From an optimization exercise on the open Yosys and OpenROAD flow, aimed at small area; shortcuts taken in it are not production practice. The RTL was checked by simulation tests, not by an equivalence proof against the original design. Power is estimated from default activity; no workload was simulated. The flow treats the clock pin as an ideal source, which a real chip does not have.

Setup of garnet:
==> flow/design.v (excerpt) <==
module uart_vector_processor #(
    parameter int BIT_RATE = 115200,
    parameter int CLK_FREQ = 1_843_200,
    parameter int MAX_VECT_SIZE = 8,
    parameter int MAX_MAT_ROWS = 4,
    parameter int MAX_MAT_COLS = 4
)(
    input wire clk,
    input wire resetn,
    input wire uart_rx,
    output wire uart_tx,
    output wire led_busy,
    output wire led_rx_active,
    output wire led_tx_active,
    output wire led_error
);
Size: roughly 890 cells after synthesis, ~550 flip-flops, roughly 8 I/O pins.
clock: 100.0 ns
lec_check: 0
cap_margin: 20
core_margin: 2
core_utilization: 40
cts_cluster_diameter: 100
cts_cluster_size: 35
slew_margin: 20
standard.sh (not shown) runs the stock make flow with config.mk's settings and CLKGATE_MAP_FILE= SYNTH_SCRIPT=/design/flow/synth_recipe.tcl, a recipe that flattens the netlist after the stock synthesis.
==> flow/flow/run.sh <==
#!/bin/bash
# Own layout flow: the standard ORFS flow (standard.sh), with
#  - synthesis unchanged except that ABC maps the logic with an area-oriented
#    script (flow/abc_area.script) instead of ORFS's speed script; registers
#    are mapped before ABC runs, so they are the standard synthesis's;
#  - smaller port buffers and no CTS dummy loads.
# Each tool's output goes to a log file in the work folder (and ORFS's own
# logs under orfs/logs).
set -euo pipefail
W=$(pwd)

# ORFS scripts, with ABC's script replaced
rm -rf "$W/scripts_area"
cp -r "$FLOW_HOME/scripts" "$W/scripts_area"
cp "$W/flow/abc_area.script" "$W/scripts_area/abc_speed.script"

bash standard.sh SCRIPTS_DIR="$W/scripts_area" synth > "$W/synth.log" 2>&1

export BUFFER_PORTS_ARGS="-buffer_cell sky130_fd_sc_hd__buf_1"
export CTS_ARGS="-sink_clustering_enable -repair_clock_nets -sink_clustering_max_diameter 100 -dont_use_dummy_load -sink_clustering_size 33 -buf_list sky130_fd_sc_hd__buf_12 -branching_point_buffers_distance 500"
bash standard.sh > "$W/layout.log" 2>&1
==> flow/flow/abc_area.script <==
strash
ifraig
dc2
dch -f
map -a
topo
garnet finished all stages; the layout is clean.
Relative to garnet, the following input files were edited for tundra:
-- flow/flow/run.sh --
<<< garnet, line 19
export BUFFER_PORTS_ARGS="-buffer_cell sky130_fd_sc_hd__buf_1"
export CTS_ARGS="-sink_clustering_enable -repair_clock_nets -sink_clustering_max_diameter 100 -dont_use_dummy_load -sink_clustering_size 33 -buf_list sky130_fd_sc_hd__buf_12 -branching_point_buffers_distance 500"
bash standard.sh > "$W/layout.log" 2>&1
>>> tundra, line 19
export BUFFER_PORTS_ARGS="-buffer_cell sky130_fd_sc_hd__buf_1"
export CTS_ARGS="-sink_clustering_enable -repair_clock_nets -sink_clustering_max_diameter 100 -dont_use_dummy_load -sink_clustering_size 35"
bash standard.sh > "$W/layout.log" 2>&1
[summary]
Re total of endpoints with negative setup slack in the final report: no difference whatsoever between garnet and tundra. On fmax, tundra and garnet are neck and neck. Global-route wire length before repair: higher on garnet. tundra vs garnet, design area went up by 0.54%. Measured against each other, tundra and garnet differ in filler cell count, the lower figure coming from tundra. tundra ends up with a clock tree cell share of total cell area that is 0.52 points higher than in garnet.
Inputs modified between tundra and indigo:
==> flow/run.sh (new file) <==
#!/bin/bash
# synth_recipe.tcl (not shown) runs the flow's synth.tcl, then flattens the netlist and writes it again
# the make line also repeats each setting of config.mk as NAME=value (left out here)
make -C /OpenROAD-flow-scripts/flow DESIGN_CONFIG=/design/flow/config.mk WORK_HOME=/design/flow/orfs CLKGATE_MAP_FILE= SYNTH_SCRIPT=/design/flow/synth_recipe.tcl finish
removed: flow/flow/run.sh
removed: flow/flow/abc_area.script
removed: flow/standard.sh
indigo gives less sequential share of layout area than tundra did.
Delta (indigo minus tundra): full die area rose 1500 um^2, final worst-path setup slack has increased, cell depth of the worst flop-to-flop path went down.
Layer carrying the most global-route usage = met2: indigo; layer carrying the most global-route usage = met1: tundra
The inputs of yarrow differ from those of indigo as listed below.
==> flow/flow/run.sh (new file) <==
#!/bin/bash
# Own layout flow: the standard ORFS flow (standard.sh), with
#  - synthesis unchanged except that ABC maps the logic with an area-oriented
#    script (flow/abc_area.script) instead of ORFS's speed script; registers
#    are mapped before ABC runs, so they are the standard synthesis's;
#  - smaller port buffers and no CTS dummy loads.
# Each tool's output goes to a log file in the work folder (and ORFS's own
# logs under orfs/logs).
set -euo pipefail
W=$(pwd)

# ORFS scripts, with ABC's script replaced
rm -rf "$W/scripts_area"
cp -r "$FLOW_HOME/scripts" "$W/scripts_area"
cp "$W/flow/abc_area.script" "$W/scripts_area/abc_speed.script"

bash standard.sh SCRIPTS_DIR="$W/scripts_area" synth > "$W/synth.log" 2>&1

export BUFFER_PORTS_ARGS="-buffer_cell sky130_fd_sc_hd__buf_1"
export CTS_ARGS="-sink_clustering_enable -repair_clock_nets -sink_clustering_max_diameter 100 -dont_use_dummy_load -sink_clustering_size 33 -buf_list sky130_fd_sc_hd__buf_12 -distance_between_buffers 500"
bash standard.sh > "$W/layout.log" 2>&1
==> flow/flow/abc_area.script (new file) <==
strash
ifraig
dc2
dch -f
map -a
topo
==> flow/standard.sh (new file) <==
#!/bin/bash
# synth_recipe.tcl (not shown) runs the flow's synth.tcl, then flattens the netlist and writes it again
# the make line also repeats each setting of config.mk as NAME=value (left out here)
make -C /OpenROAD-flow-scripts/flow DESIGN_CONFIG=/design/flow/config.mk WORK_HOME=/design/flow/orfs CLKGATE_MAP_FILE= SYNTH_SCRIPT=/design/flow/synth_recipe.tcl "${@:-finish}"
removed: flow/run.sh
[summary]
Compared with indigo, in yarrow estimated wirelength of the detail-placed design down 7.3%, count of plain and timing-repair buffers went down 1, sequential share of layout area increased by 3.8 points relative to the old numbers.
Delta(final cell count, yarrow - indigo) < 0
yarrow vs indigo: cell area down by a few percent
Compared yarrow vs indigo, and worst hold slack is down in yarrow.
Power density of the placed cells (indigo / yarrow): 0.945

* * *

job 680:
The RTL this note starts from:
==> flow/design.v <==
module uart_vector_processor #(
    parameter int BIT_RATE = 115200,
    parameter int CLK_FREQ = 1_843_200,
    parameter int MAX_VECT_SIZE = 8,
    parameter int MAX_MAT_ROWS = 4,
    parameter int MAX_MAT_COLS = 4
)(
    input wire clk,
    input wire resetn,
    input wire uart_rx,
    output wire uart_tx,
    output wire led_busy,
    output wire led_rx_active,
    output wire led_tx_active,
    output wire led_error
);
    localparam [2:0] S_IDLE = 3'b000,    
                     S_SZ   = 3'b001,    
                     S_OP1  = 3'b010,    
                     S_OP2  = 3'b011,    
                     S_TX   = 3'b100,    
                     S_ERR  = 3'b101;    
    reg [2:0] st;
    reg       frm;           
    reg [7:0] fc;            
    reg [3:0] ph;            
    reg [3:0] w;             
    reg [1:0] bi;            
    reg [3:0] L;             
    reg [1:0] op;            
    reg       c;             
    reg       dA;            
    reg       bcur;          
    reg       act;           
    reg       txo;           
    wire [3:0] m = fc[7:4];
    wire s_idle = (st == S_IDLE);
    wire s_sz   = (st == S_SZ);
    wire s_op1  = (st == S_OP1);
    wire s_op2  = (st == S_OP2);
    wire is_tx  = (st == S_TX);
    wire is_err = (st == S_ERR);
    wire is_mat = ~op[1] & ~op[0];
    wire is_dot = op[1] & op[0];
    wire muldot = op[1];
    reg [15:0] rE [0:15];
    reg [15:0] rO [0:15];
    wire [2:0] yidx = w[2:0] & {3{~is_dot}};
    wire XE_lo = rE[{1'b0, w[2:0]}][0];
    wire XO_lo = rO[{1'b0, w[2:0]}][0];
    wire YE = rE[{1'b1, yidx}][0];
    wire YO = rO[{1'b1, yidx}][0];
    wire XE = w[3] ? YE : XE_lo;
    wire XO = w[3] ? YO : XO_lo;
    wire [2:0] bb = {1'b0, bi} + {1'b0, is_tx & is_dot, is_tx & op[1] & ~op[0]};
    wire bitwin = frm & ~m[3];                           
    wire hit    = bitwin & (ph == {bb[1:0], m[2:1]});    
    wire s15    = &ph;
    wire fend   = frm & s15 & m[3] & (m[0] == is_tx);
    wire rxstart = ~frm & ~uart_rx & ~is_err & ~is_tx;
    wire txstart = ~frm & is_tx & s15;
    wire rx   = uart_rx;
    wire rxop = frm & ~is_tx;
    wire rhit = hit & rxop;
    wire [2:0] k = m[2:0];
    wire XR   = m[0] ? XO : XE;                          
    wire cin_add = c & ~((bi == 2'd0) & (k == 3'd0));
    wire nb   = s_op1 ? rx : (XR ^ rx ^ cin_add);
    wire cadd = (XR & rx) | (cin_add & (XR ^ rx));
    wire pass   = act;
    wire pfirst = (ph == 4'd0);
    wire cin_m  = c & ~pfirst;
    wire t0 = bcur & XE;
    wire s0 = YE ^ t0 ^ cin_m;
    wire c1 = (YE & t0) | (cin_m & (YE ^ t0));
    wire t1 = bcur & XO;
    wire s1 = YO ^ t1 ^ c1;
    wire c2 = (YO & t1) | (c1 & (YO ^ t1));
    wire capv = ~bb[2] & (muldot ? (m[0] ? YO : YE) : XR);
    wire wrX  = pass | (rhit & (s_op1 | (s_op2 & ~muldot)));
    wire wrY  = pass | (s_op1 & muldot);
    wire XdE = pass ? (dA & ~pfirst) : (m[0] ? XE : nb);
    wire XdO = pass ? XE : (m[0] ? nb : XO);
    wire YdE = pass & s0;
    wire YdO = pass & s1;
    wire UdE = is_mat ? XdE : YdE;
    wire UdO = is_mat ? XdO : YdO;
    genvar gi;
    generate
        for (gi = 0; gi < 16; gi = gi + 1) begin : g_slot
            wire we;
            wire dE, dO;
            if (gi < 8) begin : g_lo
                assign we = wrX & (w == gi);
                assign dE = XdE;
                assign dO = XdO;
            end else begin : g_hi
                assign we = (wrX & (w == gi)) | (wrY & (yidx == gi - 8));
                assign dE = UdE;
                assign dO = UdO;
            end
            always @(posedge clk) begin
                rE[gi] <= {we ? dE : rE[gi][0], rE[gi][15:1]};
                rO[gi] <= {we ? dO : rO[gi][0], rO[gi][15:1]};
            end
        end
    endgenerate
    wire skip = is_mat & (w[1:0] == L[1:0]);
    wire [3:0] wnx = (w | {2'b00, skip, skip}) + 4'd1;
    wire last = (w == L);
    wire brin = (k == 3'd0) | c;
    wire dbit = rx ^ brin;
    always @(posedge clk) begin
        ph <= ph + 4'd1;
        fc <= rxstart ? 8'hF1 : txstart ? 8'h00 : fc + 8'd1;
        if (pass) begin
            c  <= c2;
            dA <= XO;
        end else if (rhit) begin
            c <= s_sz ? (brin & ~rx) : cadd;
        end
        if (rhit & s_idle) begin
            if (k == 3'd0) op[0] <= rx;
            if (k == 3'd1) op[1] <= rx;
        end
        if (rhit & s_sz & (bi == 2'd0) & ~k[2] & (~k[1] | ~is_mat)) begin
            if (is_mat & w[0]) L <= {L[3:2], dbit, L[1]};
            else               L <= {dbit, L[3:1]};
        end
        if (is_tx) begin
            if (hit) bcur <= capv;
        end else if (s15)
            bcur <= rx;
        if (s15)
            act <= bitwin & rxop & s_op2 & muldot;
        if (fend) begin
            if (s_idle) begin
                bi <= 2'd0;
                w  <= 4'd0;
            end else begin
                bi <= bi + 2'd1;
                if (bi == 2'd3)
                    w <= s_sz ? {3'b000, is_mat & ~w[0]} : (last ? 4'd0 : wnx);
            end
        end
    end
    always @(posedge clk or negedge resetn) begin
        if (!resetn) begin
            st  <= S_IDLE;
            frm <= 1'b0;
            txo <= 1'b1;
        end else begin
            if (rxstart | txstart) frm <= 1'b1;
            else if (fend)         frm <= 1'b0;
            if (s15)
                txo <= ~txstart & ~(is_tx & bitwin & ~(hit ? capv : bcur));
            if (rhit & s_idle & (k[2] | k[1]) & (rx ^ (~k[2] & ~k[0] & is_mat)))
                st <= S_ERR;
            else if (fend & (bi == 2'd3 | s_idle)) begin
                case (st)
                    S_IDLE: st <= S_SZ;
                    S_SZ:   if (~(is_mat & ~w[0])) st <= S_OP1;
                    S_OP1:  if (last) st <= S_OP2;
                    S_OP2:  if (last) st <= S_TX;
                    S_TX:   if (last | is_dot) st <= S_IDLE;
                    default: ;
                endcase
            end
        end
    end
    assign uart_tx       = txo;
    assign led_tx_active = is_tx;
    assign led_rx_active = ~st[2] & (st[1] | st[0]);
    assign led_busy      = led_rx_active | is_tx;
    assign led_error     = is_err;
endmodule
clock: 100.0 ns
lec_check: 0
cap_margin: 20
core_margin: 2
core_utilization: 40
cts_cluster_diameter: 100
cts_cluster_size: 35
slew_margin: 20
==> flow/flow/run.sh <==
#!/bin/bash
# Own layout flow: the standard ORFS flow (standard.sh), with
#  - synthesis unchanged except that ABC maps the logic with an area-oriented
#    script (flow/abc_area.script) instead of ORFS's speed script; registers
#    are mapped before ABC runs, so they are the standard synthesis's;
#  - smaller port buffers and no CTS dummy loads.
# Each tool's output goes to a log file in the work folder (and ORFS's own
# logs under orfs/logs).
set -euo pipefail
W=$(pwd)

# ORFS scripts, with ABC's script replaced
rm -rf "$W/scripts_area"
cp -r "$FLOW_HOME/scripts" "$W/scripts_area"
cp "$W/flow/abc_area.script" "$W/scripts_area/abc_speed.script"

bash standard.sh SCRIPTS_DIR="$W/scripts_area" synth > "$W/synth.log" 2>&1

export BUFFER_PORTS_ARGS="-buffer_cell sky130_fd_sc_hd__buf_1"
export CTS_ARGS="-sink_clustering_enable -repair_clock_nets -sink_clustering_max_diameter 100 -dont_use_dummy_load -sink_clustering_size 34 -buf_list sky130_fd_sc_hd__buf_12"
bash standard.sh > "$W/layout.log" 2>&1
==> flow/flow/abc_area.script <==
strash
ifraig
dc2
dch -f
map -a
topo
Every stage of the flow completed for job 680, and the final layout passed the timing, design-rule and antenna checks.
--- input diff job 680..job 1583 ---
diff --git a/flow/flow/run.sh b/flow/flow/run.sh
--- a/flow/flow/run.sh
+++ b/flow/flow/run.sh
@@ -19,3 +19,3 @@
 export BUFFER_PORTS_ARGS="-buffer_cell sky130_fd_sc_hd__buf_1"
-export CTS_ARGS="-sink_clustering_enable -repair_clock_nets -sink_clustering_max_diameter 100 -dont_use_dummy_load -sink_clustering_size 34 -buf_list sky130_fd_sc_hd__buf_12"
+export CTS_ARGS="-sink_clustering_enable -repair_clock_nets -sink_clustering_size 32 -sink_clustering_max_diameter 100 -dont_use_dummy_load -buf_list sky130_fd_sc_hd__buf_12"
 bash standard.sh > "$W/layout.log" 2>&1
[summary]
- Job 1583 did not stop at any stage, and its layout met the timing, design-rule and antenna checks.
- Job 680 -> job 1583: switching fraction of total power flat
- In job 1583, global-route track usage on met1 is higher than in job 680.
- Status: combinational power parity (job 680, job 1583)
- Final area of job 1583 is on par with job 680.
- In the flow results for job 1583 and job 680, the design internal power is smaller on job 680.
- The sequential share of layout area on job 680 is in line with that on job 1583.
- Number of nets in the layout of job 1583 is on par with job 680.
- The run with more setup slack is job 680; job 1583 has less.
- In the flow results for job 1583 and job 680, the total routed wire length on the met1 layer is smaller on job 680.
Relative to job 1583, the following input files were edited for job 5793:
diff --git a/flow/flow/run.sh b/flow/flow/run.sh
--- a/flow/flow/run.sh
+++ b/flow/flow/run.sh
@@ -19,3 +19,3 @@
 export BUFFER_PORTS_ARGS="-buffer_cell sky130_fd_sc_hd__buf_1"
-export CTS_ARGS="-sink_clustering_enable -repair_clock_nets -sink_clustering_size 32 -sink_clustering_max_diameter 100 -dont_use_dummy_load -buf_list sky130_fd_sc_hd__buf_12"
+export CTS_ARGS="-sink_clustering_enable -repair_clock_nets -sink_clustering_size 35 -sink_clustering_max_diameter 100 -dont_use_dummy_load"
 bash standard.sh > "$W/layout.log" 2>&1
Notes after the runs:
- Against job 1583, net switching power of the design in job 5793 came out better.
- Post-route minimum period is lower on job 5793
- On global-route usage, job 5793 and job 1583 are basically level.
- Re DRC violation total after the first TritonRoute iteration: job 5793 and job 1583 aren't equal, and the lower value belongs to job 5793.
- Diff job 1583..job 5793 | die height | unchanged
- In the tables for job 5793 and job 1583, first-pass GRT wire length reads higher with job 1583.
- Delta (job 5793 minus job 1583): met2 track demand over resource did not really move, cell area went up about 0.4%.
- The number of standard cells in the final layout excluding fillers was comparable across job 5793 and job 1583.
- The run with more routed wire is job 1583, not job 5793.
- Job 5793 vs job 1583 — count of clock buffers in the final design dropped 2.

[static timing again, ports no longer ideal]
No port has a modelled driver above. Below, the same layouts with a new extraction and two added sets of constraints. Step 1: set_driving_cell puts a clkbuf_16 on clk and a buf_2 on each other input, an assumption about the parent block. Step 2 adds t to the input delays and takes it off the output delays; t is the mean of the earliest and latest rising clock arrival at the registers after step 1. Input paths then give back, and output paths get back, about the clock's delay inside the block. Three values: ideal, step 1, step 2; two values: the first two.
run	shift t [ns]	setup slack, ns	hold WS [ns]	worst data-port slew with drivers (ns)
garnet	0.507	77.365 / 77.385 / 76.878	0.299 / 0.299 / 0.299	0.03
tundra	0.567	77.430 / 77.448 / 76.882	0.324 / 0.324 / 0.324	0.03
indigo	0.583	77.548 / 77.500 / 77.407	0.324 / 0.324 / 0.324	0.03
yarrow	0.507	77.365 / 77.385 / 76.878	0.299 / 0.299 / 0.299	0.03
job 680	0.495	77.330 / 77.349 / 76.855	0.249 / 0.249 / 0.249	0.03
job 1583	0.497	77.316 / 77.337 / 76.839	0.319 / 0.319 / 0.319	0.03
job 5793	0.560	77.441 / 77.459 / 76.899	0.308 / 0.308 / 0.308	0.03
After both steps setup and hold are still met in every run listed. The setup slack of tundra, which loses most, moves by +0.018 ns with the drivers and by -0.548 ns with both steps.
